What follows belongs to an exercise in optimizing a design on an open flow for small area, a short achievable clock period and few clock cycles; a production flow would make more cautious choices.
Function was checked by simulation only, so behaviour that the tests miss may differ from the original.

==> inputs of run a <==
## matrix_cpu
module matrix_cpu (
    input  wire         clk,
    input  wire         reset,
    input  wire         start,
    output wire         done,
    output wire [3:0]   imem_addr,
    input  wire [26:0]  imem_data,
    output wire [6:0]   mem_rd1_addr,
    input  wire [255:0] mem_rd1_data,
    output wire [6:0]   mem_rd2_addr,
    input  wire [255:0] mem_rd2_data,
    output wire         mem_we,
    output wire [6:0]   mem_waddr,
    output wire [255:0] mem_wdata
);
==> module matrix_cpu, before the edit <==
module matrix_cpu (
    input  wire         clk,
    input  wire         reset,
    input  wire         start,
    output wire         done,
    output wire [3:0]   imem_addr,
    input  wire [26:0]  imem_data,
    output wire [6:0]   mem_rd1_addr,
    input  wire [255:0] mem_rd1_data,
    output wire [6:0]   mem_rd2_addr,
    input  wire [255:0] mem_rd2_data,
    output wire         mem_we,
    output wire [6:0]   mem_waddr,
    output wire [255:0] mem_wdata
);
wire [255:0] out_q;         
reg  [255:0] opa;           
reg  [95:0]  ycur;          
reg  [191:0] ynext;         
function [23:0] booth;
    input [15:0] y;
    integer d;
    reg [16:0] yy;
    begin
        yy = {y, 1'b0};
        for (d = 0; d < 8; d = d + 1) begin
            booth[d]      = yy[2*d+1] ^ yy[2*d];                        
            booth[8 + d]  = (yy[2*d+2 -: 3] == 3'b011) | (yy[2*d+2 -: 3] == 3'b100);  
            booth[16 + d] = yy[2*d+2];                                   
        end
    end
endfunction
reg  [255:0] zc;            
reg          acc_en;        
reg  [255:0] res;           
reg          busy;          
wire [3:0]   pc;
reg          xv;            
reg          c_mul, c_sub;
reg          x_w;
reg  [6:0]   x_dest;
reg  [1:0]   k;             
reg          w_mem, w_out;
reg  [6:0]   wdest;
wire x_last = ~c_mul | (k == 2'd3);
wire        accept, consume, fwd_a, fwd_b, stop_now;
exe_engine ctl (
    .reset(reset), .start(start), .busy(busy), .instr(imem_data),
    .xv(xv), .x_last(x_last), .x_w(x_w), .x_dest(x_dest),
    .w_mem(w_mem), .w_out(w_out), .wdest(wdest),
    .accept(accept), .consume(consume), .fwd_a(fwd_a), .fwd_b(fwd_b),
    .stop_now(stop_now)
);
program_counter pcr (.address(pc), .clk(clk), .reset(reset),
                     .clear(~busy & ~start | stop_now),
                     .enable(consume));
assign imem_addr    = pc;
assign mem_rd1_addr = imem_data[14:8];
assign mem_rd2_addr = imem_data[7:1];
wire [2:0] op   = imem_data[26:24];
wire i_add = (op == 3'b000);
wire i_sub = (op == 3'b001);
wire i_scl = (op == 3'b010);
wire i_mul = (op == 3'b011);
wire i_tr  = (op == 3'b100);
wire [255:0] s1 = fwd_a ? res : (imem_data[22] ? out_q : mem_rd1_data);
wire [255:0] s2 = fwd_b ? res : mem_rd2_data;
wire [255:0] mac_out;
genvar r, c, j;
generate
for (r = 0; r < 4; r = r + 1) begin : g_r
    for (c = 0; c < 4; c = c + 1) begin : g_c
        always @(posedge clk)
            opa[r*64 + c*16 +: 16] <= accept ? s1[r*64 + c*16 +: 16]
                                             : opa[r*64 + ((c+1)%4)*16 +: 16];
        always @(posedge clk)
            zc[r*64 + c*16 +: 16] <= (i_add | i_sub) ? s2[r*64 + c*16 +: 16] ^ {16{i_sub}} :
                                     i_tr ? s1[c*64 + r*16 +: 16] : 16'd0;
    end
end
for (c = 0; c < 4; c = c + 1) begin : g_y
    wire [15:0] y_first = i_mul ? s2[c*64 + c*16 +: 16] :
                          i_scl ? {8'b0, imem_data[7:0]} :
                          {15'd0, i_add | i_sub};
    wire [15:0] y_now = accept ? y_first : ynext[c*48 +: 16];
    always @(posedge clk)
        ycur[c*24 +: 24] <= booth(y_now);
    for (j = 1; j < 4; j = j + 1) begin : g_yj
        always @(posedge clk)
            ynext[c*48 + (j-1)*16 +: 16] <= accept ? s2[((c+j)%4)*64 + c*16 +: 16] :
                                            (j < 3) ? ynext[c*48 + j*16 +: 16] : 16'd0;
    end
end
endgenerate
always @(posedge clk) begin
    if (accept) begin
        c_mul    <= i_mul;
        c_sub    <= i_sub;
        x_w      <= imem_data[23];
        x_dest   <= imem_data[21:15];
    end
end
matrix_mult mm (.m_out(mac_out), .a(opa), .y(ycur), .z(acc_en ? res : zc), .cin(c_sub));
always @(posedge clk)
    res <= mac_out;
always @(posedge clk) begin
    if (reset) begin
        busy   <= 1'b0;
        xv     <= 1'b0;
        w_mem  <= 1'b0;
        w_out  <= 1'b0;
        k      <= 2'd0;
        acc_en <= 1'b0;
    end else begin
        busy   <= (busy | start) & ~stop_now;
        xv     <= accept | xv & ~x_last;
        w_mem  <= xv & x_last & ~x_w;
        w_out  <= xv & x_last & x_w;
        if (xv & c_mul) k <= k + 2'd1;
        acc_en <= xv & ~x_last;
    end
end
always @(posedge clk)
    if (xv & x_last) wdest <= x_dest;
output_reg outr (.data(out_q), .write_data(w_out), .data_to_write(res),
                 .reset(reset), .clk(clk));
assign done      = ~busy;
assign mem_we    = w_mem;
assign mem_waddr = wdest;
assign mem_wdata = res;
endmodule
Settings: LEC_CHECK=0, CAP_MARGIN=40, CORE_MARGIN=2, CORE_UTILIZATION=55, CTS_CLUSTER_DIAMETER=90, CTS_CLUSTER_SIZE=22, SLEW_MARGIN=40; clock period 11.0 ns.
standard.sh (not shown) runs the stock make flow with config.mk's settings and CLKGATE_MAP_FILE= SYNTH_SCRIPT=/design/flow/synth_recipe.tcl, a recipe that flattens the netlist after the stock synthesis.
==> flow/flow/run.sh <==
#!/bin/bash
set -euo pipefail
export SETUP_SLACK_MARGIN=6.2
export BUFFER_PORTS_ARGS="-buffer_cell sky130_fd_sc_hd__buf_1"
bash standard.sh > make.log 2>&1
==> inputs of run b, as changes to run a <==
--- a/flow/design.v
+++ b/flow/design.v
@@ -542,4 +542,3 @@
 endfunction
-reg  [255:0] zc;            
-reg          acc_en;        
+reg  [255:0] zr;            
 reg  [255:0] res;           
@@ -586,3 +585,4 @@
         always @(posedge clk)
-            zc[r*64 + c*16 +: 16] <= (i_add | i_sub) ? s2[r*64 + c*16 +: 16] ^ {16{i_sub}} :
+            zr[r*64 + c*16 +: 16] <= ~accept ? mac_out[r*64 + c*16 +: 16] :
+                                     (i_add | i_sub) ? s2[r*64 + c*16 +: 16] ^ {16{i_sub}} :
                                      i_tr ? s1[c*64 + r*16 +: 16] : 16'd0;
@@ -612,3 +612,3 @@
 end
-matrix_mult mm (.m_out(mac_out), .a(opa), .y(ycur), .z(acc_en ? res : zc), .cin(c_sub));
+matrix_mult mm (.m_out(mac_out), .a(opa), .y(ycur), .z(zr), .cin(c_sub));
 always @(posedge clk)
@@ -622,3 +622,2 @@
         k      <= 2'd0;
-        acc_en <= 1'b0;
     end else begin
@@ -629,3 +628,2 @@
         if (xv & c_mul) k <= k + 2'd1;
-        acc_en <= xv & ~x_last;
     end
- CAP_MARGIN: 40 -> 10
- PLACE_DENSITY: default -> 0.7
- SLEW_MARGIN: 40 -> 10
==> inputs of run c, as changes to run a <==
--- a/flow/design.v
+++ b/flow/design.v
@@ -542,4 +542,3 @@
 endfunction
-reg  [255:0] zc;            
-reg          acc_en;        
+reg  [255:0] zr;            
 reg  [255:0] res;           
@@ -586,3 +585,4 @@
         always @(posedge clk)
-            zc[r*64 + c*16 +: 16] <= (i_add | i_sub) ? s2[r*64 + c*16 +: 16] ^ {16{i_sub}} :
+            zr[r*64 + c*16 +: 16] <= ~accept ? mac_out[r*64 + c*16 +: 16] :
+                                     (i_add | i_sub) ? s2[r*64 + c*16 +: 16] ^ {16{i_sub}} :
                                      i_tr ? s1[c*64 + r*16 +: 16] : 16'd0;
@@ -612,3 +612,3 @@
 end
-matrix_mult mm (.m_out(mac_out), .a(opa), .y(ycur), .z(acc_en ? res : zc), .cin(c_sub));
+matrix_mult mm (.m_out(mac_out), .a(opa), .y(ycur), .z(zr), .cin(c_sub));
 always @(posedge clk)
@@ -622,3 +622,2 @@
         k      <= 2'd0;
-        acc_en <= 1'b0;
     end else begin
@@ -629,3 +628,2 @@
         if (xv & c_mul) k <= k + 2'd1;
-        acc_en <= xv & ~x_last;
     end
==> flow/flow/run.sh (replaced) <==
#!/bin/bash
set -euo pipefail
export SETUP_SLACK_MARGIN=6.5
bash standard.sh > make.log 2>&1
- CAP_MARGIN: 40 -> 20
- CTS_CLUSTER_DIAMETER: 90 -> default
- CTS_CLUSTER_SIZE: 22 -> default
- SLEW_MARGIN: 40 -> 20
==> key figures <==
STA
  • Final slew viol count: 59
  • Achievable Freq: 196 MHz

Outcome
  • Status: complete, but fails checks
  • Layout check faults: max-slew violations

Final layout
  • Non-clk bufs: 1269
Source of the figures above: run b

==> key figures <==
Final layout
  • N_diodes: 45
  • Non-clk bufs: 1402
  • Area grow syn2layout: 23.1%
  • CLK BUF: 224

Outcome
  • Status: no timing/DRC/antenna violations

STA
  • Achievable Freq: 206 MHz
  • Final slew viol count: 0

Clocking
  • Post_cts resized: 926
  • Clk root buf: clkbuf_16
Source of the figures above: run c

==> key figures <==
Outcome
  • Status: no timing/DRC/antenna violations

Clocking
  • Deepest clock path buffer count: 3

STA
  • Final slew viol count: 0
  • Relative slew slack: 0.302
  • Achievable Freq: 207 MHz

Logic synthesis
  • Post-synth EDFFs: 17

Place
  • Placer Congestion: 1.06

Final layout
  • Non-clk bufs: 1141

Floorplanning
  • Die area: 199000 µm²
Source of the figures above: run a

Testbench counts of run a, summed over its fixed seeds: cycles 12,545.
Testbench counts of run b, summed over its fixed seeds: cycles 12,545.
Testbench counts of run c, summed over its fixed seeds: cycles 12,545.

## separate check: timing with driven ports
How much do the figures lean on ideal ports? The routed layouts below were timed once more, with nothing changed but the port constraints.
Step 1 (the two cells are an assumption about what drives the block):
set clk [get_ports {clk}]
set_driving_cell -lib_cell sky130_fd_sc_hd__clkbuf_16 $clk
set_driving_cell -lib_cell sky130_fd_sc_hd__buf_2 [delete_from_list [all_inputs] $clk]
Step 2 times the ports against the registers' clock, not the clock port: input delays grow and output delays shrink by t, the midpoint of the rising clock arrivals with the driver on.
Slacks: ideal ports / drivers / drivers and shift; pairs: ideal ports / drivers.
run | t (ns) | slack for setup (ns) | worst register clock-pin slew, ns | pins driven straight from the clock port
run a | 0.902 | 6.179 / 6.109 / 5.356 | 0.11 / 0.11 | 1
run b | 0.901 | 5.907 / 5.983 / 5.082 | 0.10 / 0.10 | 1
run c | 0.968 | 6.155 / 6.155 / 5.478 | 0.07 / 0.07 | 1
The setup slack of run b, which loses most, moves by +0.076 ns with the drivers and by -0.825 ns with both steps.
